Source: an optimization exercise on an open RTL-to-GDS flow (aim: small area, a short achievable clock period and few clock cycles per item). Production flows keep margins and buffers that such runs may drop. The RTL was checked by simulation tests, not by an equivalence proof against the original design.

**flow/design.v**
```verilog
`timescale 1ns/1ps 
module PixelSolver (
  input               io_cmd_valid,
  output              io_cmd_ready,
  input      [27:0]   io_cmd_payload_x,
  input      [27:0]   io_cmd_payload_y,
  output              io_rsp_valid,
  input               io_rsp_ready,
  output     [5:0]    io_rsp_payload_iteration,
  input               clk,
  input               reset
);
  wire       [2:0]    _zz_Inserter_taskId_valueNext;
  wire       [0:0]    _zz_Inserter_taskId_valueNext_1;
  wire       [35:0]   _zz_Mulstage_output_payload_xx;
  wire       [55:0]   _zz_Mulstage_output_payload_xx_1;
  wire       [35:0]   _zz_Mulstage_output_payload_yy;
  wire       [55:0]   _zz_Mulstage_output_payload_yy_1;
  wire       [35:0]   _zz_Mulstage_output_payload_xy;
  wire       [55:0]   _zz_Mulstage_output_payload_xy_1;
  wire       [27:0]   _zz_AddStage_output_payload_x;
  wire       [28:0]   _zz_AddStage_output_payload_y;
  wire       [28:0]   _zz_AddStage_output_payload_y_1;
  wire       [28:0]   _zz_AddStage_output_payload_y_2;
  wire       [27:0]   _zz_AddStage_output_payload_done;
  wire       [27:0]   _zz_AddStage_output_payload_done_1;
  wire       [5:0]    _zz_AddStage_output_payload_iteration;
  wire       [0:0]    _zz_AddStage_output_payload_iteration_1;
  wire       [2:0]    _zz_Rounter_taskId_valueNext;
  wire       [0:0]    _zz_Rounter_taskId_valueNext_1;
  wire       [2:0]    Inserter_cmdContext_id;
  wire       [27:0]   Inserter_cmdContext_x0;
  wire       [27:0]   Inserter_cmdContext_y0;
  wire       [5:0]    Inserter_cmdContext_iteration;
  wire                Inserter_cmdContext_done;
  wire       [27:0]   Inserter_cmdContext_x;
  wire       [27:0]   Inserter_cmdContext_y;
  wire                Inserter_loopBack_valid;
  wire       [2:0]    Inserter_loopBack_payload_id;
  wire       [27:0]   Inserter_loopBack_payload_x0;
  wire       [27:0]   Inserter_loopBack_payload_y0;
  wire       [5:0]    Inserter_loopBack_payload_iteration;
  wire                Inserter_loopBack_payload_done;
  wire       [27:0]   Inserter_loopBack_payload_x;
  wire       [27:0]   Inserter_loopBack_payload_y;
  wire                Inserter_output_valid;
  reg        [2:0]    Inserter_output_payload_id;
  reg        [27:0]   Inserter_output_payload_x0;
  reg        [27:0]   Inserter_output_payload_y0;
  reg        [5:0]    Inserter_output_payload_iteration;
  reg                 Inserter_output_payload_done;
  reg        [27:0]   Inserter_output_payload_x;
  reg        [27:0]   Inserter_output_payload_y;
  wire                io_cmd_fire;
  reg                 Inserter_taskId_willIncrement;
  wire                Inserter_taskId_willClear;
  reg        [2:0]    Inserter_taskId_valueNext;
  reg        [2:0]    Inserter_taskId_value;
  wire                Inserter_taskId_willOverflowIfInc;
  wire                Inserter_taskId_willOverflow;
  reg                 Mulstage_input_valid;
  reg        [2:0]    Mulstage_input_payload_id;
  reg        [27:0]   Mulstage_input_payload_x0;
  reg        [27:0]   Mulstage_input_payload_y0;
  reg        [5:0]    Mulstage_input_payload_iteration;
  reg                 Mulstage_input_payload_done;
  reg        [27:0]   Mulstage_input_payload_x;
  reg        [27:0]   Mulstage_input_payload_y;
  wire                Mulstage_output_valid;
  wire       [2:0]    Mulstage_output_payload_id;
  wire       [27:0]   Mulstage_output_payload_x0;
  wire       [27:0]   Mulstage_output_payload_y0;
  wire       [5:0]    Mulstage_output_payload_iteration;
  wire                Mulstage_output_payload_done;
  wire       [27:0]   Mulstage_output_payload_xx;
  wire       [27:0]   Mulstage_output_payload_yy;
  wire       [27:0]   Mulstage_output_payload_xy;
  reg                 AddStage_input_valid;
  reg        [2:0]    AddStage_input_payload_id;
  reg        [27:0]   AddStage_input_payload_x0;
  reg        [27:0]   AddStage_input_payload_y0;
  reg        [5:0]    AddStage_input_payload_iteration;
  reg                 AddStage_input_payload_done;
  reg        [27:0]   AddStage_input_payload_xx;
  reg        [27:0]   AddStage_input_payload_yy;
  reg        [27:0]   AddStage_input_payload_xy;
  wire                AddStage_output_valid;
  wire       [2:0]    AddStage_output_payload_id;
  wire       [27:0]   AddStage_output_payload_x0;
  wire       [27:0]   AddStage_output_payload_y0;
  reg        [5:0]    AddStage_output_payload_iteration;
  reg                 AddStage_output_payload_done;
  wire       [27:0]   AddStage_output_payload_x;
  wire       [27:0]   AddStage_output_payload_y;
  reg                 Rounter_input_valid;
  reg        [2:0]    Rounter_input_payload_id;
  reg        [27:0]   Rounter_input_payload_x0;
  reg        [27:0]   Rounter_input_payload_y0;
  reg        [5:0]    Rounter_input_payload_iteration;
  reg                 Rounter_input_payload_done;
  reg        [27:0]   Rounter_input_payload_x;
  reg        [27:0]   Rounter_input_payload_y;
  wire                io_rsp_fire;
  reg                 Rounter_taskId_willIncrement;
  wire                Rounter_taskId_willClear;
  reg        [2:0]    Rounter_taskId_valueNext;
  reg        [2:0]    Rounter_taskId_value;
  wire                Rounter_taskId_willOverflowIfInc;
  wire                Rounter_taskId_willOverflow;
  assign _zz_Inserter_taskId_valueNext_1 = Inserter_taskId_willIncrement;
  assign _zz_Inserter_taskId_valueNext = {2'd0, _zz_Inserter_taskId_valueNext_1};
  assign _zz_Mulstage_output_payload_xx = (_zz_Mulstage_output_payload_xx_1 >>> 20);
  assign _zz_Mulstage_output_payload_xx_1 = ($signed(Mulstage_input_payload_x) * $signed(Mulstage_input_payload_x));
  assign _zz_Mulstage_output_payload_yy = (_zz_Mulstage_output_payload_yy_1 >>> 20);
  assign _zz_Mulstage_output_payload_yy_1 = ($signed(Mulstage_input_payload_y) * $signed(Mulstage_input_payload_y));
  assign _zz_Mulstage_output_payload_xy = (_zz_Mulstage_output_payload_xy_1 >>> 20);
  assign _zz_Mulstage_output_payload_xy_1 = ($signed(Mulstage_input_payload_x) * $signed(Mulstage_input_payload_y));
  assign _zz_AddStage_output_payload_x = ($signed(AddStage_input_payload_xx) - $signed(AddStage_input_payload_yy));
  assign _zz_AddStage_output_payload_y = ($signed(_zz_AddStage_output_payload_y_1) + $signed(_zz_AddStage_output_payload_y_2));
  assign _zz_AddStage_output_payload_y_1 = ({1'd0,AddStage_input_payload_xy} <<< 1);
  assign _zz_AddStage_output_payload_y_2 = {{1{AddStage_input_payload_y0[27]}}, AddStage_input_payload_y0};
  assign _zz_AddStage_output_payload_done = 28'h0400000;
  assign _zz_AddStage_output_payload_done_1 = ($signed(AddStage_input_payload_xx) + $signed(AddStage_input_payload_yy));
  assign _zz_AddStage_output_payload_iteration_1 = (! AddStage_output_payload_done);
  assign _zz_AddStage_output_payload_iteration = {5'd0, _zz_AddStage_output_payload_iteration_1};
  assign _zz_Rounter_taskId_valueNext_1 = Rounter_taskId_willIncrement;
  assign _zz_Rounter_taskId_valueNext = {2'd0, _zz_Rounter_taskId_valueNext_1};
  assign io_cmd_fire = (io_cmd_valid && io_cmd_ready);
  always @(*) begin
    Inserter_taskId_willIncrement = 1'b0;
    if(io_cmd_fire) begin
      Inserter_taskId_willIncrement = 1'b1;
    end
  end
  assign Inserter_taskId_willClear = 1'b0;
  assign Inserter_taskId_willOverflowIfInc = (Inserter_taskId_value == 3'b111);
  assign Inserter_taskId_willOverflow = (Inserter_taskId_willOverflowIfInc && Inserter_taskId_willIncrement);
  always @(*) begin
    Inserter_taskId_valueNext = (Inserter_taskId_value + _zz_Inserter_taskId_valueNext);
    if(Inserter_taskId_willClear) begin
      Inserter_taskId_valueNext = 3'b000;
    end
  end
  assign Inserter_cmdContext_id = Inserter_taskId_value;
  assign Inserter_cmdContext_x0 = io_cmd_payload_x;
  assign Inserter_cmdContext_y0 = io_cmd_payload_y;
  assign Inserter_cmdContext_x = 28'h0;
  assign Inserter_cmdContext_y = 28'h0;
  assign Inserter_cmdContext_iteration = 6'h0;
  assign Inserter_cmdContext_done = 1'b0;
  assign Inserter_output_valid = (io_cmd_valid || Inserter_loopBack_valid);
  always @(*) begin
    if(Inserter_loopBack_valid) begin
      Inserter_output_payload_id = Inserter_loopBack_payload_id;
    end else begin
      Inserter_output_payload_id = Inserter_cmdContext_id;
    end
  end
  always @(*) begin
    if(Inserter_loopBack_valid) begin
      Inserter_output_payload_x0 = Inserter_loopBack_payload_x0;
    end else begin
      Inserter_output_payload_x0 = Inserter_cmdContext_x0;
    end
  end
  always @(*) begin
    if(Inserter_loopBack_valid) begin
      Inserter_output_payload_y0 = Inserter_loopBack_payload_y0;
    end else begin
      Inserter_output_payload_y0 = Inserter_cmdContext_y0;
    end
  end
  always @(*) begin
    if(Inserter_loopBack_valid) begin
      Inserter_output_payload_iteration = Inserter_loopBack_payload_iteration;
    end else begin
      Inserter_output_payload_iteration = Inserter_cmdContext_iteration;
    end
  end
  always @(*) begin
    if(Inserter_loopBack_valid) begin
      Inserter_output_payload_done = Inserter_loopBack_payload_done;
    end else begin
      Inserter_output_payload_done = Inserter_cmdContext_done;
    end
  end
  always @(*) begin
    if(Inserter_loopBack_valid) begin
      Inserter_output_payload_x = Inserter_loopBack_payload_x;
    end else begin
      Inserter_output_payload_x = Inserter_cmdContext_x;
    end
  end
  always @(*) begin
    if(Inserter_loopBack_valid) begin
      Inserter_output_payload_y = Inserter_loopBack_payload_y;
    end else begin
      Inserter_output_payload_y = Inserter_cmdContext_y;
    end
  end
  assign io_cmd_ready = (! Inserter_loopBack_valid);
  assign Mulstage_output_valid = Mulstage_input_valid;
  assign Mulstage_output_payload_id = Mulstage_input_payload_id;
  assign Mulstage_output_payload_x0 = Mulstage_input_payload_x0;
  assign Mulstage_output_payload_y0 = Mulstage_input_payload_y0;
  assign Mulstage_output_payload_iteration = Mulstage_input_payload_iteration;
  assign Mulstage_output_payload_done = Mulstage_input_payload_done;
  assign Mulstage_output_payload_xx = _zz_Mulstage_output_payload_xx[27:0];
  assign Mulstage_output_payload_yy = _zz_Mulstage_output_payload_yy[27:0];
  assign Mulstage_output_payload_xy = _zz_Mulstage_output_payload_xy[27:0];
  assign AddStage_output_valid = AddStage_input_valid;
  assign AddStage_output_payload_id = AddStage_input_payload_id;
  assign AddStage_output_payload_x0 = AddStage_input_payload_x0;
  assign AddStage_output_payload_y0 = AddStage_input_payload_y0;
  always @(*) begin
    AddStage_output_payload_iteration = AddStage_input_payload_iteration;
    AddStage_output_payload_iteration = (AddStage_input_payload_iteration + _zz_AddStage_output_payload_iteration);
  end
  always @(*) begin
    AddStage_output_payload_done = AddStage_input_payload_done;
    AddStage_output_payload_done = ((AddStage_input_payload_done || ($signed(_zz_AddStage_output_payload_done) <= $signed(_zz_AddStage_output_payload_done_1))) || (AddStage_input_payload_iteration == 6'h3f));
  end
  assign AddStage_output_payload_x = ($signed(_zz_AddStage_output_payload_x) + $signed(AddStage_input_payload_x0));
  assign AddStage_output_payload_y = _zz_AddStage_output_payload_y[27:0];
  assign io_rsp_fire = (io_rsp_valid && io_rsp_ready);
  always @(*) begin
    Rounter_taskId_willIncrement = 1'b0;
    if(io_rsp_fire) begin
      Rounter_taskId_willIncrement = 1'b1;
    end
  end
  assign Rounter_taskId_willClear = 1'b0;
  assign Rounter_taskId_willOverflowIfInc = (Rounter_taskId_value == 3'b111);
  assign Rounter_taskId_willOverflow = (Rounter_taskId_willOverflowIfInc && Rounter_taskId_willIncrement);
  always @(*) begin
    Rounter_taskId_valueNext = (Rounter_taskId_value + _zz_Rounter_taskId_valueNext);
    if(Rounter_taskId_willClear) begin
      Rounter_taskId_valueNext = 3'b000;
    end
  end
  assign io_rsp_valid = ((Rounter_input_valid && Rounter_input_payload_done) && (Rounter_taskId_value == Rounter_input_payload_id));
  assign io_rsp_payload_iteration = Rounter_input_payload_iteration;
  assign Inserter_loopBack_valid = (Rounter_input_valid && ((! (Rounter_input_payload_done && (Rounter_taskId_value == Rounter_input_payload_id))) || (! io_rsp_ready)));
  assign Inserter_loopBack_payload_id = Rounter_input_payload_id;
  assign Inserter_loopBack_payload_x0 = Rounter_input_payload_x0;
  assign Inserter_loopBack_payload_y0 = Rounter_input_payload_y0;
  assign Inserter_loopBack_payload_iteration = Rounter_input_payload_iteration;
  assign Inserter_loopBack_payload_done = Rounter_input_payload_done;
  assign Inserter_loopBack_payload_x = Rounter_input_payload_x;
  assign Inserter_loopBack_payload_y = Rounter_input_payload_y;
  always @(posedge clk or posedge reset) begin
    if(reset) begin
      Inserter_taskId_value <= 3'b000;
      Mulstage_input_valid <= 1'b0;
      AddStage_input_valid <= 1'b0;
      Rounter_input_valid <= 1'b0;
      Rounter_taskId_value <= 3'b000;
    end else begin
      Inserter_taskId_value <= Inserter_taskId_valueNext;
      Mulstage_input_valid <= Inserter_output_valid;
      AddStage_input_valid <= Mulstage_output_valid;
      Rounter_input_valid <= AddStage_output_valid;
      Rounter_taskId_value <= Rounter_taskId_valueNext;
    end
  end
  always @(posedge clk) begin
    Mulstage_input_payload_id <= Inserter_output_payload_id;
    Mulstage_input_payload_x0 <= Inserter_output_payload_x0;
    Mulstage_input_payload_y0 <= Inserter_output_payload_y0;
    Mulstage_input_payload_iteration <= Inserter_output_payload_iteration;
    Mulstage_input_payload_done <= Inserter_output_payload_done;
    Mulstage_input_payload_x <= Inserter_output_payload_x;
    Mulstage_input_payload_y <= Inserter_output_payload_y;
    AddStage_input_payload_id <= Mulstage_output_payload_id;
    AddStage_input_payload_x0 <= Mulstage_output_payload_x0;
    AddStage_input_payload_y0 <= Mulstage_output_payload_y0;
    AddStage_input_payload_iteration <= Mulstage_output_payload_iteration;
    AddStage_input_payload_done <= Mulstage_output_payload_done;
    AddStage_input_payload_xx <= Mulstage_output_payload_xx;
    AddStage_input_payload_yy <= Mulstage_output_payload_yy;
    AddStage_input_payload_xy <= Mulstage_output_payload_xy;
    Rounter_input_payload_id <= AddStage_output_payload_id;
    Rounter_input_payload_x0 <= AddStage_output_payload_x0;
    Rounter_input_payload_y0 <= AddStage_output_payload_y0;
    Rounter_input_payload_iteration <= AddStage_output_payload_iteration;
    Rounter_input_payload_done <= AddStage_output_payload_done;
    Rounter_input_payload_x <= AddStage_output_payload_x;
    Rounter_input_payload_y <= AddStage_output_payload_y;
  end
endmodule
```
**flow/run.sh**
```bash
#!/bin/bash
# synth_recipe.tcl (not shown) runs the flow's synth.tcl, then flattens the netlist and writes it again
# the make line also repeats each setting of config.mk as NAME=value (left out here)
make -C /OpenROAD-flow-scripts/flow DESIGN_CONFIG=/design/flow/config.mk WORK_HOME=/design/flow/orfs CLKGATE_MAP_FILE= SYNTH_SCRIPT=/design/flow/synth_recipe.tcl finish
```
**flow/config.mk**
```make
export PLATFORM = sky130hd
export DESIGN_NAME = PixelSolver
export DESIGN_NICKNAME = PixelSolver
export VERILOG_FILES = /design/flow/design.v
export SDC_FILE = /design/flow/constraint.sdc
export NUM_CORES = 4
export LEC_CHECK = 0
export CAP_MARGIN = 20
export CORE_MARGIN = 2
export CORE_UTILIZATION = 40
export SLEW_MARGIN = 20
```
**flow/constraint.sdc**
```tcl
create_clock -name core_clock -period 10.0 [get_ports {clk}]
set_input_delay 2.0000 -clock core_clock [delete_from_list [all_inputs] [get_ports {clk}]]
set_output_delay 2.0000 -clock core_clock [all_outputs]
set_load 0.01 [all_outputs]
```
==> impl_metrics.env <==
export IMPL_first_global_vias=60300
export IMPL_clock_sinks=401
export IMPL_post_route_drc_count=0
export IMPL_fmax_ghz=0.117
export IMPL_grt_max_degree=69
export IMPL_gp_congestion=0.880
export IMPL_ys_ff_latch=401
export IMPL_synth_area_um2=81800
export IMPL_drtPass1Iterations=8
export IMPL_start_kind="register"
export IMPL_grt_antenna_before_repair=7
export IMPL_hp_start="Mulstage_input_payload_y0[9]$_DFF_P_"
export IMPL_n_fill_cell=19600
export IMPL_dp_hpwl_um=159000
export IMPL_regArea_um2=8160
export IMPL_multiInputGateArea_um2=64000
export IMPL_slew_headroom=0.265
export IMPL_clock_latency_ps=640
export IMPL_clk_pin_slew_ps=70
export IMPL_whs_endpoint="AddStage_input_payload_y0[9]$_DFF_P_"
export IMPL_yosys_cell_types_count=76
export IMPL_whs_path_depth=0
export IMPL_synth_top_area_frac=0.508
export IMPL_initialDrtViolationCount=2207
export IMPL_initial_core_util=0.403
export IMPL_tns_ps=0
export IMPL_crit_fanout=21
export IMPL_crit_required_ps=10560
export IMPL_max_cap_violations=0
export IMPL_worst_pin_slew_ps=1100
export IMPL_cts_resized=0
export IMPL_post_cts_setup_buffers=0
export IMPL_via_count=52800
export IMPL_slowest_delay_ps=1050
export IMPL_fp_row_count=165
export IMPL_post_synth_top_count_cell="inv_1"
export IMPL_ios=68
export IMPL_numCtsBuffers=45
export IMPL_stdcell_count=10900
export IMPL_ys_warnings_count=1
export IMPL_cts_buffer_depth=3
export IMPL_end_kind="register"
export IMPL_syn_nets=11100
export IMPL_postRouteAntennaNets=0
export IMPL_chipHeight_um=456
export IMPL_ctsHtreeMaxLevel=2
export IMPL_fin_worst_skew_ps=48.7
export IMPL_synth_common_cells="inv_1 (2251), fa_1 (2074), nand2_1 (981)"
export IMPL_viasPerCell=4.83
export IMPL_setup_viol=0
export IMPL_dieArea_um2=208000
export IMPL_grt_overflow=0
export IMPL_cts_tree="built"
export IMPL_wl_per_cell_um=18.2
export IMPL_synth_enable_flop_cells=0
export IMPL_holdWs_ps=318
export IMPL_dp_cells=10900
export IMPL_synth_top_cell_by_area="fa_1"
export IMPL_crit_slowest_cell="dfxtp_1"
export IMPL_worst_path_buf_inv=3
export IMPL_syn2layout_area_growth_pct=6.06
export IMPL_root_buffer="clkbuf_16"
export IMPL_postCtsHoldBufs=0
export IMPL_portBuffers=67
export IMPL_crit_chain="nand2_1, fa_1, inv_1, fa_1, fa_1, inv_1, fa_1, inv_1, fa_1, fa_1, fa_1, ha_1, ha_1, nor4_1, o211ai_1, o21ai_1, a31oi_1, o21ai_1, a211oi_1, a2111oi_4, o21ai_2, or2_1, a21oi_2, xnor2_1"
export IMPL_final_max_slew_viol_count=0
export IMPL_die_w_um=456
export IMPL_path_class="reg -> reg"
export IMPL_hold_class="reg -> reg"
export IMPL_ys_flop_type="dfxtp_1"
export IMPL_grt_util_all_layers=0.200
export IMPL_layout_drive_gt1_share=0.0288
export IMPL_reg2reg_slack_ps=1430
export IMPL_r2r_end="AddStage_input_payload_yy[26]$_DFF_P_"
export IMPL_core_area_um2=203000
export IMPL_grt_setup_unrepaired="no"
export IMPL_crit_top_cell="fa_1"
export IMPL_postSynthCellCount=8376
export IMPL_ff2ff_path_depth=24
export IMPL_finalHoldViolations=0
export IMPL_final_nets=11000
export IMPL_finalCriticalPeriod_ps=8570
export IMPL_synth_area_leaders="fa_1 (51%), inv_1 (10%), dfxtp_1 (9.6%)"
export IMPL_cp_data_arrival_time_ps=9130
export IMPL_postSynthAreaPerCell_um2=9.76
export IMPL_routed_wl_um=199000
export IMPL_grt_pass1_wl_um=328000
export IMPL_synth_seq_area_share=0.0987
export IMPL_synthArstFlopShare=0.0224
export IMPL_status="timing/DRC/antenna clean"
export IMPL_min_period_over_period=0.857
export IMPL_path_delay_family="adder cells"
export IMPL_reg2reg_from="Mulstage_input_payload_y[12]$_SDFF_PN0_"
-- cell families after synthesis --
group,synth area share
AND/OR/NAND/NOR,0.122
flip-flops,0.0987
multiplexers,0.000245
XOR/XNOR,0.0257
buffers and inverters,0.119
adder cells (fa/ha/maj),0.601
AO/OA/AOI/OAI,0.0331
-- flip-flops by register name (all words and copies together), names as in the netlist, 27 cells and up --
name                       cells
Mulstage_input_payload_x0     28
AddStage_input_payload_yy     28
Mulstage_input_payload_y      28
Rounter_input_payload_x0      28
Rounter_input_payload_x       28
Mulstage_input_payload_y0     28
Rounter_input_payload_y0      27
AddStage_input_payload_y0     28
AddStage_input_payload_xx     28
Mulstage_input_payload_x      28
Rounter_input_payload_y       28
AddStage_input_payload_x0     28
AddStage_input_payload_xy     27
-- per-layer routing --
layer / part of all wire / up-vias / track usage
met1: 0.41 / 27800 / 0.254
li1: - / 23700 / -
met3: 0.038 / 270 / 0.0176
met5: 0.000065 / - / 0
met4: 0.040 / 2 / 0.0701
met2: 0.51 / 1044 / 0.356
-- cell usage in the layout (no fill, tap or decap), drive strengths merged, types with 15 or more instances in the layout --
cell           instances
nor2                 163
clkdlybuf4s50         67
a21oi                116
and2                 703
nor3                  24
fa                  2074
o21ai                 68
clkinv                15
nand2b                34
a211oi                15
a31oi                 17
ha                   610
clkbuf                52
nand3                 32
inv                 2258
xnor2                178
nand4                 19
nand2                981
dfxtp                392
buf                   75
a21o                  69
xor2                  62
nor2b                 64
o21a                  28
-- per-stage QoR --
step	instance area [um^2]	setup slack (ps)	util
2_1_floorplan	81800	2560	-
3_3_place_gp	85200	1620	0.420
3_5_place_dp	85200	1490	0.420
4_1_cts	86700	1450	0.428
5_1_grt	86700	1040	0.428
6_report	86700	1430	0.428
-- cell type report --
| class | count | area share |
|---|---|---|
| multi-input combinational | 5380 | 0.738 |
| inverter | 2257 | 0.0977 |
| sequential | 401 | 0.0940 |
| tap | 2672 | 0.0385 |
| timing repair buffer | 142 | 0.0144 |
| clock buffer | 52 | 0.0136 |
| clock inverter | 26 | 0.00407 |
| antenna | 4 | 0.000115 |
-- how the worst max path moves through the flow --
| stage | from | to | slack (ps) | cells after the start |
|---|---|---|---|---|
| after global routing | Mulstage_input_payload_y[12]$_SDFF_PN0_ | AddStage_input_payload_yy[26]$_DFF_P_ | 1040 | 24 |
| after global placement | Mulstage_input_payload_y[4]$_SDFF_PN0_ | AddStage_input_payload_xy[26]$_DFF_P_ | 1620 | 25 |
| after floorplan | Mulstage_input_payload_y[6]$_SDFF_PN0_ | AddStage_input_payload_yy[26]$_DFF_P_ | 2560 | 27 |
| after detailed placement | Mulstage_input_payload_y[4]$_SDFF_PN0_ | AddStage_input_payload_xy[26]$_DFF_P_ | 1490 | 25 |
| final | Mulstage_input_payload_y[12]$_SDFF_PN0_ | AddStage_input_payload_yy[26]$_DFF_P_ | 1430 | 24 |
| after CTS | Mulstage_input_payload_y[4]$_SDFF_PN0_ | AddStage_input_payload_xy[26]$_DFF_P_ | 1450 | 25 |
Testbench counts, summed over its fixed seeds: cycles 333,935, pixels 8,192.

re-timing with driven ports:
In the flow no input, the clock included, has a driving cell. The finished layout below was timed again as built, in two steps.
Step 1 assumes that a clkbuf_16 drives the clock port and a buf_2 every other input.
Step 2 moves the port delays by t, midway between the first and last clock arrival at a register: inputs arrive t later, outputs are due t later. That takes back most of the time a late clock gives input paths.
Three values: ideal ports, drivers, drivers and shift; two values: the first two.
t, ns: 0.707
setup WS [ns]: 1.429 / 1.429 / 1.429
worst register clock-pin slew, ns: 0.08 / 0.08
After both steps this run still meets setup and hold. The setup slack of this run moves by 0.000 ns with the drivers and by 0.000 ns with both steps.
